What follows belongs to an exercise in optimizing a design on an open flow for small area; a production flow would make more cautious choices.
The RTL was checked by simulation tests, not by an equivalence proof against the original design.
Power and IR drop assume default switching activity.

==> flow/design.v <==
module decoder(clk, rst, infra_vr, done, key);
input clk;
input rst;
input infra_vr;
output done;
output [7:0] key;
reg [1:0] st;           
reg [11:0] cnt;         
reg bc;                 
reg [5:0] pos;          
reg [7:0] sr;           
reg invb;               
reg mism;               
reg dr, db, done;
wire s_inf  = ~st[0] & ~st[1];
wire s_lead = st[0];
wire s_read = st[1];
wire hit200  = (cnt == 12'he14);
wire hit415  = (cnt == 12'h8e8);
wire hit2101 = (cnt == 12'h5a2);
wire hit2301 = (cnt == 12'hb4e);
wire hit2621 = (cnt == 12'h190);
wire p32 = pos[5] & ~pos[0];
wire p33 = pos[5] & pos[0];
wire trans = s_inf ? hit2301 : s_lead ? hit2101 : (hit2621 | p33);
wire cond = s_inf ? ~infra_vr : infra_vr;
wire shift = s_read & hit200 & ~pos[5];
wire phb   = pos[4] & pos[3];                        
wire ge25  = pos[5] | (pos[4] & pos[3] & (pos[2] | pos[1] | pos[0]));
wire setc  = s_read & hit415;
always @(posedge clk) begin
	if (rst) begin
		st <= 2'b00;
	end else if (trans) begin
		st <= {s_lead, s_inf};
	end
	if (rst | ~bc | trans)
		cnt <= 12'd0;
	else
		cnt <= {~cnt[10:0], ~(cnt[11] ^ cnt[10] ^ cnt[9] ^ cnt[3])};
	bc <= ~rst & ~trans & cond;
	if (rst | ~s_read)
		pos <= 6'd0;
	else if (hit200)
		pos <= pos + 1'b1;
	if (shift) begin
		sr <= {phb & sr[0], sr[7:1]};
		invb <= 1'b0;
		mism <= ge25 & (mism | (invb == sr[7]));
	end else if (setc) begin
		if (ge25) invb <= 1'b1;
		else sr[7] <= 1'b1;
	end
	dr <= ~rst & p32 & ~mism & (invb ^ sr[7]);
	db <= ~rst & dr;
	done <= ~rst & db;
end
assign key = sr;
endmodule
module all_in (CLK, rst, key_ok, key, A0, A1, B0, B1, C0, C1, C2, signA, signB, negC);
input CLK, rst, key_ok;
input [7:0] key;
output [6:0] A0, A1, B0, B1, C0, C1, C2;
output signA, signB, negC;
localparam [15:0] CNT_END = 16'hE705;    
function [6:0] seg_ab;
	input [3:0] d;
	case (d)
		4'd0: seg_ab = 7'b0000001;
		4'd1: seg_ab = 7'b1001111;
		4'd2: seg_ab = 7'b0010010;
		4'd3: seg_ab = 7'b0000110;
		4'd4: seg_ab = 7'b1001100;
		4'd5: seg_ab = 7'b0100100;
		4'd6: seg_ab = 7'b0100000;
		4'd7: seg_ab = 7'b0001111;
		4'd8: seg_ab = 7'b0000000;
		4'd9: seg_ab = 7'b0000100;
		4'd10: seg_ab = 7'b0010000;
		4'd11: seg_ab = 7'b0011110;
		4'd12: seg_ab = 7'b1001000;
		4'd13: seg_ab = 7'b1100100;
		4'd14: seg_ab = 7'b1110000;
		default: seg_ab = 7'b1111111;
	endcase
endfunction
function [6:0] seg_c;
	input [3:0] d;
	case (d)
		4'd0: seg_c = 7'b0000001;
		4'd1: seg_c = 7'b1001111;
		4'd2: seg_c = 7'b0010010;
		4'd3: seg_c = 7'b0000110;
		4'd4: seg_c = 7'b1001100;
		4'd5: seg_c = 7'b0100100;
		4'd6: seg_c = 7'b0100000;
		4'd7: seg_c = 7'b0001111;
		4'd8: seg_c = 7'b0000000;
		4'd9: seg_c = 7'b0000100;
		4'd10: seg_c = 7'b0010000;
		4'd11: seg_c = 7'b0001110;
		4'd12: seg_c = 7'b0001000;
		4'd13: seg_c = 7'b0100100;
		4'd14: seg_c = 7'b0100000;
		default: seg_c = 7'b0001111;
	endcase
endfunction
reg [2:0] q;
reg soma, sa, sb;
reg [3:0] atn, aun, btn, bun;    
wire [3:0] at = ~atn, au = ~aun, bt = ~btn, bu = ~bun;
reg idle;               
reg ja;                 
reg [15:0] count;
wire on = ~(at[3] & at[2]);
wire kd  = (key[7:4] == 4'd0) & (key[3:0] <= 4'd9);
wire k12 = key == 8'h12;
wire k0F = key == 8'h0F;
wire k13 = key == 8'h13;
wire k10 = key == 8'h10;
wire k1A = key == 8'h1A;
wire k1E = key == 8'h1E;
wire k0C = key == 8'h0C;
wire lock = k12 |
	(~q[2] & on & (k0F | k13 | k10 | k1A | k1E | (k0C & q[0]))) |
	(q[2] & (kd | (k0C & ~(q[1] & q[0]))));
wire p12 = key[4] & ~key[3] & key[1] & ~key[0];
wire p0C = ~key[4] & key[3] & key[2] & ~key[0];
wire pd  = ~key[4] & ~(key[3] & key[2]);
wire p0F = ~key[4] & key[0];
wire p13 = key[4] & key[0];
wire p10 = key[4] & ~key[1];
wire p1A = key[4] & key[3] & ~key[2];
wire p1E = key[4] & key[2];
wire w = ~q[2];
wire blank = p12 & on;
wire clrA = (p12 & ~on) | (w & (p0F | p10));
wire clrB = (p12 & ~on) | (w & (p13 | p10));
wire ldd = q[2] & pd;
wire dset = ja & blank;
wire ld_at = ja & ldd & ~q[1] & ~q[0];
wire ld_au = ja & ldd & ~q[1] & q[0];
wire ld_bt = ja & ldd & q[1] & ~q[0];
wire ld_bu = ja & ldd & q[1] & q[0];
wire jclrA = ja & clrA;
wire jclrB = ja & clrB;
wire [3:0] cat = {4{dset}} | (at & {4{~(jclrA | ld_at)}}) | (key[3:0] & {4{ld_at}});
wire [3:0] cau = {4{dset}} | (au & {4{~(jclrA | ld_au)}}) | (key[3:0] & {4{ld_au}});
wire [3:0] cbt = {4{dset}} | (bt & {4{~(jclrB | ld_bt)}}) | (key[3:0] & {4{ld_bt}});
wire [3:0] cbu = {4{dset}} | (bu & {4{~(jclrB | ld_bu)}}) | (key[3:0] & {4{ld_bu}});
reg [2:0] nq;
always @* begin
	if (p12) nq = on ? {1'b0, q[1] & q[0], q[0]} : q;
	else if (q[2]) nq = p0C ? q : q[0] ? {1'b0, q[1], q[0]} : {q[2], q[1], 1'b1};
	else if (p0F) nq = 3'b100;
	else if (p13) nq = 3'b110;
	else if (p0C) nq = q;
	else nq = 3'b000;
end
wire nsa = (blank | (w & (p0F | p10))) ? 1'b0 : (p0C & ~q[1]) ? ~sa : sa;
wire nsb = (blank | (w & (p13 | p10))) ? 1'b0 : (p0C & q[1]) ? ~sb : sb;
wire nsoma = (w & p1A) ? 1'b1 : (w & p1E) ? 1'b0 : soma;
wire csa = ja ? nsa : sa;
wire csb = ja ? nsb : sb;
always @(posedge CLK) begin
	if (rst) begin
		q <= 3'b000; soma <= 1'b1; sa <= 1'b0; sb <= 1'b0;
		idle <= 1'b1; ja <= 1'b0;
	end else begin
		if (ja) begin
			q <= nq; soma <= nsoma;
		end
		sa <= csa; sb <= csb;
		ja <= idle & key_ok & lock;
		if (~idle) idle <= count == CNT_END;
		else idle <= ~(key_ok & lock);
	end
	atn <= ~(cat | {4{rst}}); aun <= ~(cau | {4{rst}}); btn <= ~(cbt | {4{rst}}); bun <= ~(cbu | {4{rst}});
	if (~idle)
		count <= {~count[14:0], ~(count[15] ^ count[14] ^ count[12] ^ count[3])};
	else
		count <= 16'd0;
end
assign A0 = seg_ab(cat);
assign A1 = seg_ab(cau);
assign B0 = seg_ab(cbt);
assign B1 = seg_ab(cbu);
assign signA = csa;
assign signB = csb;
wire sub = sa ^ sb ^ ~soma;
wire cin = 1'b0;
wire [3:0] yu = {sub ? ~(bu[3] | bu[2] | bu[1]) : bu[3], bu[2] ^ (sub & bu[1]), bu[1], bu[0] ^ sub};
wire [3:0] yt = {sub ? ~(bt[3] | bt[2] | bt[1]) : bt[3], bt[2] ^ (sub & bt[1]), bt[1], bt[0] ^ sub};
wire [4:0] zu = au + yu + cin;
wire cu = zu[4] | (zu[3] & (zu[2] | zu[1]));
wire [3:0] su = {cu ? zu[4] & zu[1] : zu[3], cu ? (zu[2] & zu[1]) | (zu[4] & ~zu[1]) : zu[2], zu[1] ^ cu, zu[0]};
wire [4:0] zt = at + yt + cu;
wire ct = zt[4] | (zt[3] & (zt[2] | zt[1]));
wire [3:0] st = {ct ? zt[4] & zt[1] : zt[3], ct ? (zt[2] & zt[1]) | (zt[4] & ~zt[1]) : zt[2], zt[1] ^ ct, zt[0]};
wire gt = ct;
wire cmp = sub & ~gt;
wire inc = sub & gt;
wire u9 = su[3] & su[0];
wire [3:0] su1 = u9 ? 4'd0 : su + 4'd1;
wire [3:0] st1 = (inc & u9) ? st + 4'd1 : st;
wire [3:0] ru = cmp ? 4'd9 - su : inc ? su1 : su;
wire [3:0] rt = cmp ? 4'd9 - st : st1;
wire rh = ~sub & ct;
wire nz = rh | (ru != 4'd0) | (rt != 4'd0);
assign negC = on & (sa ^ cmp) & nz;
assign C0 = on ? {rh, 2'b00, rh, rh, rh, 1'b1} : 7'b1111111;
assign C1 = on ? seg_c(rt) : 7'b1111111;
assign C2 = on ? seg_c(ru) : 7'b1111111;
endmodule
module ula (infra, CLK, rst, A0, A1, B0, B1, C0, C1, C2, signA, signB, signC);
input infra, CLK, rst;
output [6:0] A0, A1, B0, B1, C0, C1, C2;
output signA, signB, signC;
wire key_ok;
wire [7:0] key;
wire negC;
decoder hope (.clk(CLK), .rst(rst), .infra_vr(infra), .done(key_ok), .key(key));
all_in inst (.CLK(CLK), .rst(rst), .key_ok(key_ok), .key(key), .A0(A0), .A1(A1), .B0(B0), .B1(B1),
             .C0(C0), .C1(C1), .C2(C2), .signA(signA), .signB(signB), .negC(negC));
assign signC = ~negC;
endmodule
==> flow/config.mk <==
export PLATFORM = sky130hd
export DESIGN_NAME = ula
export DESIGN_NICKNAME = ula
export VERILOG_FILES = /design/flow/design.v
export SDC_FILE = /design/flow/constraint.sdc
export NUM_CORES = 4
export LEC_CHECK = 0
export ABC_AREA = 1
export CAP_MARGIN = 20
export CORE_MARGIN = 2
export CORE_UTILIZATION = 70
export SLEW_MARGIN = 20
==> flow/constraint.sdc <==
create_clock -name core_clock -period 200.0 [get_ports {CLK}]
set_input_delay 40.0000 -clock core_clock [delete_from_list [all_inputs] [get_ports {CLK}]]
set_output_delay 40.0000 -clock core_clock [all_outputs]
set_load 0.01 [all_outputs]
standard.sh (not shown) runs the stock make flow with config.mk's settings and CLKGATE_MAP_FILE= SYNTH_SCRIPT=/design/flow/synth_recipe.tcl, a recipe that flattens the netlist after the stock synthesis.
==> flow/flow/run.sh <==
#!/bin/bash
# Own layout flow: the standard synthesis, then its combinational logic remapped for area
# with ABC (registers kept as they are, same names and cells), then the standard layout
# steps with plain buf_1 port buffers.
set -euo pipefail
W=$(pwd)
F=$W/flow
LIB=$FLOW_HOME/platforms/sky130hd/lib/sky130_fd_sc_hd__tt_025C_1v80.lib
YOSYS=$FLOW_HOME/../tools/install/yosys/bin/yosys
R=$W/orfs/results/sky130hd/ula/base

bash standard.sh synth > $W/std_synth.log 2>&1
cp $R/1_2_yosys.v $W/std_netlist.v

# remap the combinational logic with ABC: several seeds in parallel, then the smallest
# result that keeps the registers and is combinationally equivalent to the standard netlist
python3 $F/gen_models.py $LIB $W/std_netlist.v $W/models_in.v
DU=$(sed 's/^/-dont_use /' $F/dontuse.txt | tr '\n' ' ')
grep -oE "sky130_fd_sc_hd__\w*df\w* \S+" $W/std_netlist.v | sort > $W/regs_std.txt || true
python3 $F/cutff.py $W/std_netlist.v $W/eq_gold.v gold
echo "resynthesis not used" > $W/resyn_used.txt
CANDS="resyn_s1 resyn_s2 resyn_s3 resyn_s4 resyn_fallback"
for S in $CANDS; do
  cat > $W/$S.ys <<EOT
read_verilog $W/models_in.v
read_verilog $W/std_netlist.v
hierarchy -top $FLOW_TOP
flatten
opt_clean -purge
techmap
opt -fast
abc -script $F/$S.abc -liberty $LIB $DU
opt_clean -purge
hilomap -singleton -hicell sky130_fd_sc_hd__conb_1 HI -locell sky130_fd_sc_hd__conb_1 LO
opt_clean -purge
splitnets
opt_clean -purge
tee -o $W/$S.stat stat -liberty $LIB
write_verilog -noattr -noexpr -nohex -nodec $W/${S}_netlist.v
EOT
  ( $YOSYS -s $W/$S.ys > $W/$S.log 2>&1 || true ) &
done
wait
for S in $CANDS; do
  a=$(grep -s "Chip area" $W/$S.stat | awk '{print $NF}')
  [[ -n "$a" ]] && echo "$a $S"
done | sort -g > $W/resyn_areas.txt
for S in $(awk '{print $2}' $W/resyn_areas.txt); do
  grep -oE "sky130_fd_sc_hd__\w*df\w* \S+" $W/${S}_netlist.v | sort > $W/regs_$S.txt || true
  cmp -s $W/regs_std.txt $W/regs_$S.txt || continue
  cat $W/std_netlist.v $W/${S}_netlist.v > $W/both_$S.v
  python3 $F/gen_models.py $LIB $W/both_$S.v $W/models_eq_$S.v
  python3 $F/cutff.py $W/${S}_netlist.v $W/eq_gate_$S.v gate
  cat > $W/eq_$S.ys <<EOT
read_verilog $W/models_eq_$S.v
read_verilog $W/eq_gold.v
read_verilog $W/eq_gate_$S.v
flatten gold gate
select -set ports gold/i:* gold/o:* gate/i:* gate/o:*
rename -hide gold/w:* gate/w:* @ports %d
opt_clean -purge
equiv_make gold gate eq
hierarchy -top eq
equiv_simple
equiv_status -assert
EOT
  $YOSYS -s $W/eq_$S.ys > $W/eq_$S.log 2>&1 || continue
  echo "used $S: equivalent to the standard netlist" > $W/resyn_used.txt
  cp $W/${S}_netlist.v $R/1_2_yosys.v
  touch $R/1_2_yosys.v
  break
done

EXTRA=()
if [[ -f $F/cts_args.txt ]]; then EXTRA+=("CTS_ARGS=$(cat $F/cts_args.txt)"); fi
bash standard.sh "BUFFER_PORTS_ARGS=-buffer_cell sky130_fd_sc_hd__buf_1" "${EXTRA[@]}" finish > $W/layout.log 2>&1
==> flow/flow/cts_args.txt <==
-sink_clustering_enable -buf_list sky130_fd_sc_hd__clkbuf_4 -root_buf sky130_fd_sc_hd__clkbuf_8 -dont_use_dummy_load -repair_clock_nets
Other scripts of this flow, unchanged in this note and not shown: flow/flow/cutff.py, flow/flow/dontuse.txt, flow/flow/gen_models.py, flow/flow/resyn_fallback.abc, flow/flow/resyn_s1.abc, flow/flow/resyn_s2.abc, flow/flow/resyn_s3.abc, flow/flow/resyn_s4.abc
Next try:
==> flow/flow/cts_args.txt (replaced) <==
-sink_clustering_enable -buf_list sky130_fd_sc_hd__clkbuf_4 -root_buf sky130_fd_sc_hd__clkbuf_4 -dont_use_dummy_load -repair_clock_nets
=> Total power is lower by roughly a tenth; design area is lower by a few percent; hold slack is worse by 0.026 ns; wire length is lower slightly; clock-buffer cell count does not change; flip-flop and latch count is unchanged; fmax is lower slightly; final cell count is lower slightly; via count is lower by a few percent; register-to-register slack is better by 0.16 ns; global-route usage is lower by 0.40 points.

-- afterwards: timing with drivers on the ports --
No port has a modelled driver above. Below, the same layouts with a new extraction and two added sets of constraints. Step 1 sets driving cells, clkbuf_16 on the clock port and buf_2 on the other inputs (assumed; they add their load-dependent delay and slew). Step 2 also shifts input and output timing later by t, the mid clock arrival at the registers, as if the neighbouring blocks saw the same clock. a / b / c = ideal / step 1 / step 2; a / b = the first two.
| run | shift t [ns] | setup WS [ns] | worst hold slack (ns) | slew at the worst register clock pin (ns) | worst data-port slew with drivers (ns) |
|---|---|---|---|---|---|
| the first run | 0.362 | 153.018 / 152.988 / 153.351 | 0.400 / 0.400 / 0.400 | 0.08 / 0.08 | 0.03 |
| the second run | 0.432 | 152.449 / 152.423 / 152.856 | 0.374 / 0.374 / 0.374 | 0.12 / 0.12 | 0.03 |
After both steps every run listed still meets setup and hold.
